Context: an optimization exercise on an open-source flow, tuned for small area. The choices shown serve that exercise and are no tape-out recipe.
Function was checked by simulation only, so behaviour that the tests miss may differ from the original.
Power and IR drop assume default switching activity.

<file path="design/flow/config.mk">
export PLATFORM = sky130hd
export DESIGN_NAME = Router_top
export DESIGN_NICKNAME = Router_top
export VERILOG_FILES = /design/flow/design.v
export SDC_FILE = /design/flow/constraint.sdc
export NUM_CORES = 4
export LEC_CHECK = 0
export CAP_MARGIN = 20
export CORE_MARGIN = 2
export CORE_UTILIZATION = 40
export SLEW_MARGIN = 20
</file>
<file path="design/flow/constraint.sdc">
create_clock -name core_clock -period 10.0 [get_ports {clock}]
set_input_delay 2.0000 -clock core_clock [delete_from_list [all_inputs] [get_ports {clock}]]
set_output_delay 2.0000 -clock core_clock [all_outputs]
set_load 0.01 [all_outputs]
</file>
<file path="design/flow/design.v">
module router_fifo(clock, resetn,write_enb,read_enb, soft_reset,data_in,lfd_state,empty,full,data_out);
      input clock,resetn,write_enb,read_enb,soft_reset,lfd_state;
      input [7:0]data_in;
      output empty,full;
      output reg[7:0]data_out;
      integer i;
      reg lfd_state_s;
      reg[8:0]mem[63:0];
      reg [6:0]wr_ptr ;
      reg [6:0]rd_ptr;
      reg [7:0]fifo_cntr;  
always@(posedge clock)
   begin
   if(~resetn)
     begin
       wr_ptr<=7'b0000000;
       rd_ptr<=7'b0000000;
     end
   else if(soft_reset==1'b1)
   begin
       wr_ptr<=7'b0000000;
       rd_ptr<=7'b0000000;
    end
   else
   begin
    if(write_enb && !full)
    wr_ptr<= wr_ptr + 1'b1;
    else
    wr_ptr<=wr_ptr;
   if(read_enb && !empty)
    rd_ptr<=rd_ptr + 1'b1;
   else
    rd_ptr<=rd_ptr;
   end
  end
 always@(posedge clock)
   begin
     if(~resetn) 
     begin
      for(i=0;i<64;i=i+1)
        mem[i]<=9'b0;
      end
     else if(soft_reset==1'b1)
     begin
      for(i=0;i<64;i=i+1)
         mem[i]<=9'b0;
     end
    else 
    begin 
    if(write_enb && !full)
      {mem[wr_ptr[5:0]][8],mem[wr_ptr[5:0]][7:0] }<= {lfd_state_s,data_in};
      end
   end
always@(posedge clock)
  begin
  if(~resetn)
   fifo_cntr<=8'b0;
  else if(soft_reset==1'b1)
   fifo_cntr<=8'b0;
  else if(read_enb && ~empty)
   begin
    if(mem[rd_ptr[5:0]][8] == 1'b1)
      fifo_cntr <= mem[ rd_ptr[5:0]][7:2] + 1'b1;
    else if(fifo_cntr!=0)
      fifo_cntr <= fifo_cntr - 1'b1;
   end
  end 
wire w1= ((fifo_cntr==0) && (data_out!=0)) ? 1'b1 : 1'b0;
always@(posedge clock)
  begin
     if(~resetn)
       data_out<=8'b00000000;
     else if(soft_reset==1'b1)
       data_out<=8'b0; 
     else
      begin
       if(w1)
          data_out<= 8'b0;
       else if(read_enb && !empty)
         data_out<= mem[rd_ptr[5:0]];
      end  
   end      
always@(posedge clock)
begin
if(~resetn)
  lfd_state_s<=0;
else 
  lfd_state_s<=lfd_state;
end
  assign full= (wr_ptr == {~rd_ptr[6],rd_ptr[5:0]}) ? 1'b1 : 1'b0 ;
  assign empty=  (wr_ptr==rd_ptr)?1'b1:1'b0;   
endmodule
module router_FSM(clock, resetn,pkt_valid,parity_done,data_in,soft_reset_0,soft_reset_1,soft_reset_2,
               fifo_full,low_pkt_valid,fifo_empty_0,fifo_empty_1,fifo_empty_2,detect_add,ld_state,
               laf_state,full_state,
                write_enb_reg,rst_int_reg,lfd_state,busy);
 input clock,resetn,pkt_valid,parity_done ,soft_reset_0,soft_reset_1,soft_reset_2,
          fifo_full,low_pkt_valid,fifo_empty_0,fifo_empty_1,fifo_empty_2;
 input [1:0]data_in;
 output detect_add,ld_state,laf_state,full_state,write_enb_reg,rst_int_reg,lfd_state,busy;
parameter DECODE_ADDRESS=3'b000,
          LOAD_FIRST_DATA=3'b001,
          LOAD_DATA=3'b010,
          FIFO_FULL_STATE=3'b011,
          LOAD_AFTER_FULL=3'b100,
          LOAD_PARITY=3'b101,
          CHECK_PARITY_ERROR=3'b110,
          WAIT_TILL_EMPTY=3'b111;
reg [2:0] p_state ,n_state ;
always@(posedge clock)
 begin
 if(~resetn)
     p_state<=DECODE_ADDRESS;
 else if((soft_reset_0 && data_in==2'b00)||(soft_reset_1 && data_in==2'b01)||(soft_reset_2 && data_in==2'b10))
     p_state<=DECODE_ADDRESS;
 else 
     p_state<=n_state;
 end
always@(*)
begin
if(data_in!=2'b11)
begin
case(p_state)
DECODE_ADDRESS: 
 begin
if((pkt_valid && (data_in[1:0]==2'b00) && fifo_empty_0)
  |(pkt_valid && (data_in[1:0]==2'b01) && fifo_empty_1) 
  |(pkt_valid && (data_in[1:0]==2'b10) && fifo_empty_2))
          n_state= LOAD_FIRST_DATA; 
else if((pkt_valid && (data_in[1:0]==2'b00) && (~fifo_empty_0)) 
       |(pkt_valid && (data_in[1:0]==2'b01) && (~fifo_empty_1))
       |(pkt_valid && (data_in[1:0]==2'b10) && (~fifo_empty_2))) 
          n_state= WAIT_TILL_EMPTY; 
else
          n_state= DECODE_ADDRESS; 
end
WAIT_TILL_EMPTY:begin 
    if((data_in[1:0]==2'b00) && (fifo_empty_0) 
       |((data_in[1:0]==2'b01) && (fifo_empty_1)
       |(data_in[1:0]==2'b10) && (fifo_empty_2)))
      n_state=LOAD_FIRST_DATA; 
    else 
    n_state=WAIT_TILL_EMPTY; 
  end 
LOAD_FIRST_DATA: begin 
         n_state= LOAD_DATA; 
         end
LOAD_DATA : begin 
       if(fifo_full)
       n_state= FIFO_FULL_STATE; 
       else if (!fifo_full && !pkt_valid)
       n_state= LOAD_PARITY; 
       else
       n_state= LOAD_DATA; 
   end
FIFO_FULL_STATE: begin 
      if(!fifo_full)
      n_state=LOAD_AFTER_FULL; 
      else
      n_state=FIFO_FULL_STATE; 
     end
LOAD_AFTER_FULL: begin 
      if(!parity_done && !low_pkt_valid)
      n_state=LOAD_DATA; 
      else if(!parity_done && low_pkt_valid)
      n_state=LOAD_PARITY; 
     else if(parity_done)
      n_state=DECODE_ADDRESS; 
      else 
      n_state=LOAD_AFTER_FULL; 
    end
LOAD_PARITY: begin 
     n_state=CHECK_PARITY_ERROR; 
     end
CHECK_PARITY_ERROR: begin 
    if(fifo_full)
    n_state=FIFO_FULL_STATE; 
    else if(!fifo_full)
    n_state=DECODE_ADDRESS; 
    else
    n_state=CHECK_PARITY_ERROR; 
   end
default : n_state=DECODE_ADDRESS; 
endcase
end
else 
begin
	n_state=DECODE_ADDRESS;
end	
end
assign detect_add     = (p_state==DECODE_ADDRESS) ? 1'b1 : 1'b0 ;
assign lfd_state      = (p_state== LOAD_FIRST_DATA) ? 1'b1 : 1'b0 ;
assign ld_state       = (p_state== LOAD_DATA) ? 1'b1 : 1'b0 ;
assign full_state     = (p_state== FIFO_FULL_STATE) ? 1'b1 : 1'b0 ;
assign laf_state      = (p_state== LOAD_AFTER_FULL) ? 1'b1 : 1'b0 ;
assign rst_int_reg    = (p_state== CHECK_PARITY_ERROR) ? 1'b1 : 1'b0 ;
assign write_enb_reg  = (p_state== LOAD_DATA|p_state== LOAD_AFTER_FULL|p_state== LOAD_PARITY) ? 1'b1 : 1'b0 ;
assign busy  = (p_state== LOAD_FIRST_DATA| p_state== LOAD_AFTER_FULL| p_state== FIFO_FULL_STATE| 
                 p_state== LOAD_PARITY| p_state== CHECK_PARITY_ERROR| p_state== WAIT_TILL_EMPTY) ? 1'b1 : 1'b0 ;
endmodule
module router_reg(clock,resetn,pkt_valid,data_in,fifo_full,rst_int_reg,detect_add,ld_state,laf_state,full_state,lfd_state,parity_done,low_pkt_valid,err,dout);
   input clock,resetn,pkt_valid,fifo_full,rst_int_reg,detect_add,ld_state,laf_state,full_state,lfd_state;
   input [7:0]data_in;
   output reg parity_done,low_pkt_valid,err;
   output reg [7:0]dout;
reg [7:0] header_byte, FIFO_full_state_byte,internal_parity,packet_parity;
always@(posedge clock )
begin
if(~resetn)
   dout<=0;
else if(lfd_state)
   dout<=header_byte;
else if(ld_state && ~fifo_full)
   dout<=data_in;
else if(laf_state)
   dout<=FIFO_full_state_byte;
end
always@(posedge clock)
begin
if(~resetn)
   {header_byte,FIFO_full_state_byte}<=0;
else if(pkt_valid && detect_add)
   header_byte<=data_in;
else if(ld_state && fifo_full)
   FIFO_full_state_byte<=data_in;
end
always@(posedge clock)
begin
if(~resetn)
    parity_done<=0;
else 
begin 
if(ld_state && ~fifo_full && ~pkt_valid)
    parity_done<=1'b1;
else if(laf_state && ~parity_done && low_pkt_valid)
    parity_done<=1'b1;
else
   begin
     if(detect_add)
    parity_done<=0;
   end
end
end
always@(posedge clock)
begin
  if(~resetn)
  low_pkt_valid<=0;
  else
     begin
        if(~pkt_valid && ld_state)
         low_pkt_valid<=1'b1;
        else if(rst_int_reg)
         low_pkt_valid<=0;
     end
end
always@(posedge clock)
begin
 if(~resetn)
 packet_parity<=0;
 else if((ld_state && ~pkt_valid && ~fifo_full)|| (laf_state && low_pkt_valid && ~parity_done))
 packet_parity<=data_in;
 else if(~pkt_valid && rst_int_reg)
 packet_parity<=0;
 else 
  begin
   if(detect_add)
   packet_parity<=0;
  end
end
always@(posedge clock)
begin
  if(~resetn)
  internal_parity<=0;
  else if(detect_add)
  internal_parity<=0;
  else if(lfd_state)
  internal_parity<=internal_parity^header_byte;
  else if(ld_state && pkt_valid && ~full_state)
  internal_parity<=internal_parity^data_in;
  else if(~pkt_valid && rst_int_reg)
  internal_parity<=0;
end
always@(posedge clock)
begin
  if(~resetn)
  err<=0;
 else
  begin
   if(parity_done==1'b1 &&(internal_parity!=packet_parity))
   err<=1'b1;
   else
   err<=1'b0;
  end
end
endmodule
module router_synch(clock,resetn, detect_add, data_in,write_enb_reg, read_enb_0,read_enb_1,read_enb_2,empty_0,empty_1,empty_2,
                     full_0,full_1,full_2 ,fifo_full, soft_reset_0 , soft_reset_1, soft_reset_2, valid_out_0 ,valid_out_1, valid_out_2,
                      write_enb);
input clock,resetn, detect_add,write_enb_reg;
input [1:0] data_in; 
input  read_enb_0,read_enb_1,read_enb_2,empty_0,empty_1,empty_2,
                     full_0,full_1,full_2 ;
output reg soft_reset_0 , soft_reset_1, soft_reset_2;
output reg [2:0] write_enb ;
output reg fifo_full;
output  valid_out_0 , valid_out_1, valid_out_2;
reg [1:0] int_add_reg; 
reg [4:0]timer0;
reg [4:0]timer1;
reg [4:0]timer2;
wire w0 = (timer0==5'd29) ? 1'b1: 1'b0;
wire w1 = (timer1==5'd29) ? 1'b1: 1'b0;
wire w2 = (timer2==5'd29) ? 1'b1: 1'b0;
always@(posedge clock)
begin
   if(~resetn)
       int_add_reg<=0;
   else if(detect_add)
     int_add_reg<= data_in;
end
always@(* )
begin
   write_enb<=3'b000;
  if(write_enb_reg)
    begin
    case(int_add_reg)
    2'b00 :  write_enb <= 3'b001;
    2'b01 :  write_enb <= 3'b010;
    2'b10 :  write_enb <= 3'b100;
    default : write_enb <= 3'b000;
    endcase
    end
end
always@(*)
begin
   case(int_add_reg)
   2'b00 :  fifo_full <= full_0;
   2'b01 :  fifo_full <= full_1;
   2'b10 :  fifo_full <= full_2;
   default :  fifo_full <= 0;
   endcase
end
assign valid_out_0=~empty_0;
assign valid_out_1=~empty_1;
assign valid_out_2=~empty_2;
always@(posedge clock)
begin
 if(~resetn)
    begin
    timer0<=0;
    soft_reset_0 <=0;
    end
 else if(valid_out_0)
      begin
        if(!read_enb_0)
         begin
             if(w0)
               begin
               soft_reset_0<=1'b1;
               timer0<=5'd0;
               end
             else 
                begin
                soft_reset_0<=1'b0;
                timer0<= timer0 + 5'd1;
                end
          end
       end
end
always@(posedge clock)
begin
 if(~resetn)
    begin
    timer1<=0;
    soft_reset_1<=0;
    end
 else if(valid_out_1)
      begin
        if(!read_enb_1)
         begin
             if(w1)
               begin
               soft_reset_1<=1'b1;
               timer1<=5'd0;
               end
             else 
                begin
                soft_reset_1<=1'b0;
                timer1<= timer1 + 5'd1;
                end
          end
       end
end
always@(posedge clock)
begin
 if(~resetn)
    begin
    timer2<=0;
    soft_reset_2<=0;
    end
 else if(valid_out_2)
      begin
        if(!read_enb_2)
         begin
             if(w2)
               begin
               soft_reset_2<=1'b1;
               timer2<=5'd0;
               end
             else 
                begin
                soft_reset_2<=1'b0;
                timer2<= timer2 + 5'd1;
                end
          end
       end
end
endmodule
module Router_top(clock,resetn,read_enb_0,read_enb_1,read_enb_2,pkt_valid,data_in,data_out_0,data_out_1,data_out_2,valid_out_0,valid_out_1,valid_out_2,error,busy);
input clock,resetn,read_enb_0,read_enb_1,read_enb_2,pkt_valid;
input [7:0]data_in;
output  [7:0]data_out_0,data_out_1,data_out_2;
output  busy,error,valid_out_0,valid_out_1,valid_out_2;
wire empty0,empty1,empty2;
wire full0,full1,full2;
wire [7:0]d_out;
wire lfd;
wire softr0,softr1,softr2;
wire [2:0]wr_enb;
wire par_dn;
wire f_full;
wire lp_valid;
wire ld;
wire laf;
wire full_s;
wire wr_en_reg;
wire rst_reg;
wire d_add;
router_fifo rtr_fifo1(.clock(clock), .resetn(resetn),.write_enb(wr_enb[0]),.read_enb(read_enb_0), .soft_reset(softr0),.data_in(d_out),.lfd_state(lfd),.empty(empty0)
                                       ,.full(full0),.data_out(data_out_0));
router_fifo rtr_fifo2(.clock(clock), .resetn(resetn),.write_enb(wr_enb[1]),.read_enb(read_enb_1), .soft_reset(softr1),.data_in(d_out),.lfd_state(lfd),.empty(empty1)
                                      ,.full(full1),.data_out(data_out_1));
router_fifo rtr_fifo3(.clock(clock), .resetn(resetn),.write_enb(wr_enb[2]),.read_enb(read_enb_2), .soft_reset(softr2),.data_in(d_out),.lfd_state(lfd),.empty(empty2)
                                        ,.full(full2),.data_out(data_out_2));
router_FSM rtr_fsm(.clock(clock), .resetn(resetn),.pkt_valid(pkt_valid),.parity_done(par_dn),.data_in(data_in[1:0]),.soft_reset_0(softr0),.soft_reset_1(softr1),.soft_reset_2(softr2),
               .fifo_full(f_full),.low_pkt_valid(lp_valid),.fifo_empty_0(empty0),.fifo_empty_1(empty1),.fifo_empty_2(empty2),.detect_add(d_add),.ld_state(ld),
               .laf_state(laf),.full_state(full_s),
                .write_enb_reg(wr_en_reg),.rst_int_reg(rst_reg),.lfd_state(lfd),.busy(busy));
router_reg rtr_reg(.clock(clock),.resetn(resetn),.pkt_valid(pkt_valid),.data_in(data_in),.fifo_full(f_full),.rst_int_reg(rst_reg),.detect_add(d_add),.ld_state(ld),
                 .laf_state(laf),.full_state(full_s),.lfd_state(lfd),.parity_done(par_dn),.low_pkt_valid(lp_valid),.err(error),.dout(d_out));
router_synch rtr_synch(.clock(clock),.resetn(resetn), .detect_add(d_add), .data_in(data_in[1:0]),.write_enb_reg(wr_en_reg), .read_enb_0(read_enb_0),.read_enb_1(read_enb_1),
                      .read_enb_2(read_enb_2),.empty_0(empty0) ,.empty_1(empty1),.empty_2(empty2), .full_0(full0),.full_1(full1),.full_2(full2) ,
                       .fifo_full(f_full), .soft_reset_0(softr0) , .soft_reset_1(softr1), 
                      .soft_reset_2(softr2), .valid_out_0(valid_out_0) ,.valid_out_1(valid_out_1), .valid_out_2(valid_out_2),.write_enb(wr_enb));
endmodule
</file>
<file path="design/flow/run.sh">
#!/bin/bash
# synth_recipe.tcl (not shown) runs the flow's synth.tcl, then flattens the netlist and writes it again
# the make line also repeats each setting of config.mk as NAME=value (left out here)
make -C /OpenROAD-flow-scripts/flow DESIGN_CONFIG=/design/flow/config.mk WORK_HOME=/design/flow/orfs CLKGATE_MAP_FILE= SYNTH_SCRIPT=/design/flow/synth_recipe.tcl finish
</file>
==> impl_metrics.py <==
metrics = {
    "floorplan": {
        "design.portCount": 43,
        "num_rows": 172,
        "dieArea_sq_um": 224300,
        "die_width_um": 473.6,
        "die_h_um": 473.6,
        "initial_core_util": 0.4019,
        "core_area_sq_um": 219500,
    },
    "grt": {
        "antenna_violations_before_repair": 11,
        "track_usage": 0.2059,
        "grt_pass1_wl_mm": 341.6,
        "via_count_of_the_first_global_routing_pass": 50569,
        "maximum_number_of_pins_on_one_net_before_global_route_repair": 153,
        "gr_overflow_total": 0,
    },
    "clock_network": {
        "ctsResizeCount": 0,
        "cts-buffers-inserted": 200,
        "post_cts_hold_buffer_count": 0,
        "clock_insertion_delay_worst_skew_ns": 0.86,
        "clockBufferDepth": 3,
        "h-tree-depth": 4,
        "clkSinkCount": 1903,
        "clkTransAtPathRegs_ns": 0.06,
        "postCtsSetupBuffers": 0,
        "tritoncts": "done",
        "root_buffer": "sky130_fd_sc_hd__clkbuf_16",
    },
    "timing": {
        "rsz0062_at_grt": "no",
        "achievable-frequency_ghz": 0.1843,
        "finalHoldViolCount": 0,
        "clock-skew-final_ns": 0.06674,
        "report.final.slew_viol_count": 0,
        "tightestPinTransition_ns": 1.183,
        "setup_ws_ns": 4.574,
        "final_min_period_over_clock_period": 0.5426,
        "period_needed_ns": 5.426,
        "slew-limit-headroom": 0.2090,
        "setup_tns_ns": 0,
        "setup_violations": 0,
    },
    "setup_path": {
        "critical_path.startpoint_type": "primary input",
        "slowest_stage": "sky130_fd_sc_hd__clkdlybuf4s50_1",
        "critical_path.max_stage_delay_ns": 0.98,
        "crit_path_max_fanout": 75,
        "cp_buf_inv_count": 5,
        "path_delay_family": "buffers and inverters",
        "critical_path_arrival_ns": 5.96,
        "critical_path_required_ns": 10.54,
        "category_of_the_most_critical_setup_path": "primary input to flop",
        "cp_cell_sequence": "clkdlybuf4s50_1 -> inv_1 -> nor2_4 -> buf_4 -> nand3_1 -> or3b_1 -> buf_4 -> o21ai_0 -> buf_4",
        "crit_path_end_kind": "flop",
        "most_prevalent_standard_cell_on_the_critical_path": "sky130_fd_sc_hd__buf_4",
    },
    "drt": {
        "dr_wl_met3_mm": 14.49,
        "maxUsedRoutingLayer": "met5",
        "total_wirelength_mm": 231.2,
        "detail_route.first_pass.iterations": 6,
        "met1Wirelength_mm": 97.36,
        "detail-route-antenna-nets": 0,
        "vias_per_cell": 5.484,
        "drt-wirelength-per-cell_um": 25.37,
        "drcViolationCount": 0,
        "dr_total_vias": 49970,
        "initialDrtViolationCount": 4647,
        "met2RoutedLength_mm": 111.9,
    },
    "logic_synthesis": {
        "post_synth.cell_area_avg_sq_um": 14.57,
        "synthesis.area_sq_um": 88210,
        "synth.top_cell.area_share": 0.5882,
        "ys_seq_area_frac": 0.6280,
        "netlist_instances": 6054,
        "syn_nets": 6089,
        "yosys-top-cells-area": "sky130_fd_sc_hd__edfxtp_1 59%, sky130_fd_sc_hd__mux4_2 13%, sky130_fd_sc_hd__and2_1 12%",
        "synth-async-reset-ratio": 0,
        "synth_cell_type_count": 86,
        "synth_top_cells_by_count": "1739 x sky130_fd_sc_hd__and2_1, 1728 x sky130_fd_sc_hd__edfxtp_1, 507 x sky130_fd_sc_hd__mux4_2, 341 x sky130_fd_sc_hd__nor2_1, 326 x sky130_fd_sc_hd__clkbuf_1",
        "synth_edf_count": 1728,
        "synth-seq-cells": 1903,
        "synth_largest_area_cell": "sky130_fd_sc_hd__edfxtp_1",
        "synth.most_common_cell": "sky130_fd_sc_hd__and2_1",
        "ys_dominant_reg_cell": "sky130_fd_sc_hd__edfxtp_1",
        "ys_warn_count": 4,
    },
    "power_and_ir_drop": {
        "static-leakage-power_nw": 34.06,
        "ir_drop_uv": 191.0,
        "power_per_cell_area_nw_per_um2": 174.3,
    },
    "place": {
        "place_ws_ns": 3.541,
        "io_buffer_count": 42,
        "place_hpwl_mm": 144.1,
        "gp_congestion": 0.8031,
    },
    "final_layout": {
        "layout-drive-gt1-share": 0.1771,
        "final_cell_utilization_of_the_core": 0.4487,
        "largest_registers": "rtr_fifo1.mem (576), rtr_fifo2.mem (576), rtr_fifo3.mem (576)",
        "net_count_reported_at_finish": 6103,
        "area_delta_synth_final_pct": 11.67,
    },
    "hold_path": {
        "timing.hold.worst.class": "flop to flop",
    },
    "status": {
        "status": "finished clean",
    },
    "flow_run": {
        "drv_cap": 0,
    },
}
==> where the power goes <==
group          total, mW  internal (mW)  switching, mW  leakage [nW]
Combinational      0.692          0.264          0.429          11.6
Sequential          8.99           8.89          0.105          19.3
Clock               7.49           4.25           3.24          3.17
==> per-stage QoR <==
stage	cell area, sq um	std cells	hold WS, ns	power [mW]
6_report	98500	9112	0.4582	17.17
5_1_grt	98500	9111	0.4815	17.65
4_1_cts	98480	9109	0.4547	17.30
3_5_place_dp	91930	8736	0.4465	9.856
3_3_place_gp	91930	8736	0.4413	9.839
2_1_floorplan	88210	6054	0.4347	9.536
==> per-layer routing <==
layer / track usage / vias up
li1: - / 22253
met1: 0.2794 / 25736
met2: 0.3348 / 1603
met3: 0.03697 / 372
met4: 0.06833 / 6
met5: 0 / -
==> cell type report <==
cell class | instances | area, sq um
sequential | 1903 | 55470
multi-input combinational | 3656 | 30550
clock buffer | 261 | 5338
tap | 2871 | 3592
antenna | 2 | 5.005
timing repair buffer | 281 | 2252
fill | 19329 | 121000
inverter | 26 | 97.59
clock inverter | 112 | 1204
==> kinds of logic after synthesis <==
kind of cell,after synthesis,synth area share
simple gates,2489,0.1630
fa+ha+maj,21,0.002979
flops,1903,0.6280
buf+inv,495,0.02607
xor+xnor,97,0.009631
mux,605,0.1411
compound gates,444,0.02919
==> worst reg2reg max path, stage by stage, from the launching register on <==
cell and delay (ns):
sky130_fd_sc_hd__dfxtp_1 0.79, sky130_fd_sc_hd__xor2_1 0.24, sky130_fd_sc_hd__nor4_2 0.08, sky130_fd_sc_hd__buf_4 0.18
sky130_fd_sc_hd__nand3_1 0.11, sky130_fd_sc_hd__nor4b_4 0.66, sky130_fd_sc_hd__nor3b_2 0.41, sky130_fd_sc_hd__nand3_1 0.89
sky130_fd_sc_hd__o21ai_0 0.86, sky130_fd_sc_hd__buf_4 0.28
==> final timing paths <==
kind	startpoint	endpoint	cells past startpoint	slack (ns)
hold / removal	rtr_reg.header_byte[5]	rtr_reg.header_byte[5]	2	0.46
setup reg to reg	rtr_fifo3.wr_ptr[3]	rtr_fifo3.mem[54][0]	9	5.22
hold reg to reg	rtr_reg.header_byte[5]	rtr_reg.header_byte[5]	2	0.46
setup / recovery	resetn	rtr_fifo3.mem[35][0]	9	4.57
==> cells in the final DEF (no fill, tap or decap), types with 42 or more instances in the layout <==
master                            instances
sky130_fd_sc_hd__a21oi_1                 86
sky130_fd_sc_hd__and2_1                1739
sky130_fd_sc_hd__buf_4                  236
sky130_fd_sc_hd__clkbuf_1                54
sky130_fd_sc_hd__clkbuf_16              203
sky130_fd_sc_hd__clkdlybuf4s50_1         42
sky130_fd_sc_hd__dfxtp_1                153
sky130_fd_sc_hd__edfxtp_1              1728
sky130_fd_sc_hd__mux2i_1                 85
sky130_fd_sc_hd__mux4_2                 507
sky130_fd_sc_hd__nand2_1                182
sky130_fd_sc_hd__nand3_1                 43
sky130_fd_sc_hd__nor2_1                 338
sky130_fd_sc_hd__o21ai_0                212
sky130_fd_sc_hd__xor2_1                  67

## static timing again, ports no longer ideal
In the flow no input, the clock included, has a driving cell. The finished layout below was timed again as built, in two steps.
Step 1: set_driving_cell puts a clkbuf_16 on clock and a buf_2 on each other input, an assumption about the parent block.
Step 2, shift: input delay + t, output delay - t, t = (earliest + latest rising clock arrival at the registers) / 2. This alone moves slack from input paths to output paths.
Slacks: no drivers / after step 1 / after step 2; pairs: no drivers / after step 1.
shift t [ns]: 0.927
setup WS [ns]: 4.574 / 4.493 / 3.713
worst hold slack (ns): 0.458 / 0.458 / 0.458
After both steps setup and hold are still met in this run. For this run, drivers alone change the setup slack by -0.081 ns; drivers and shift together by -0.861 ns.
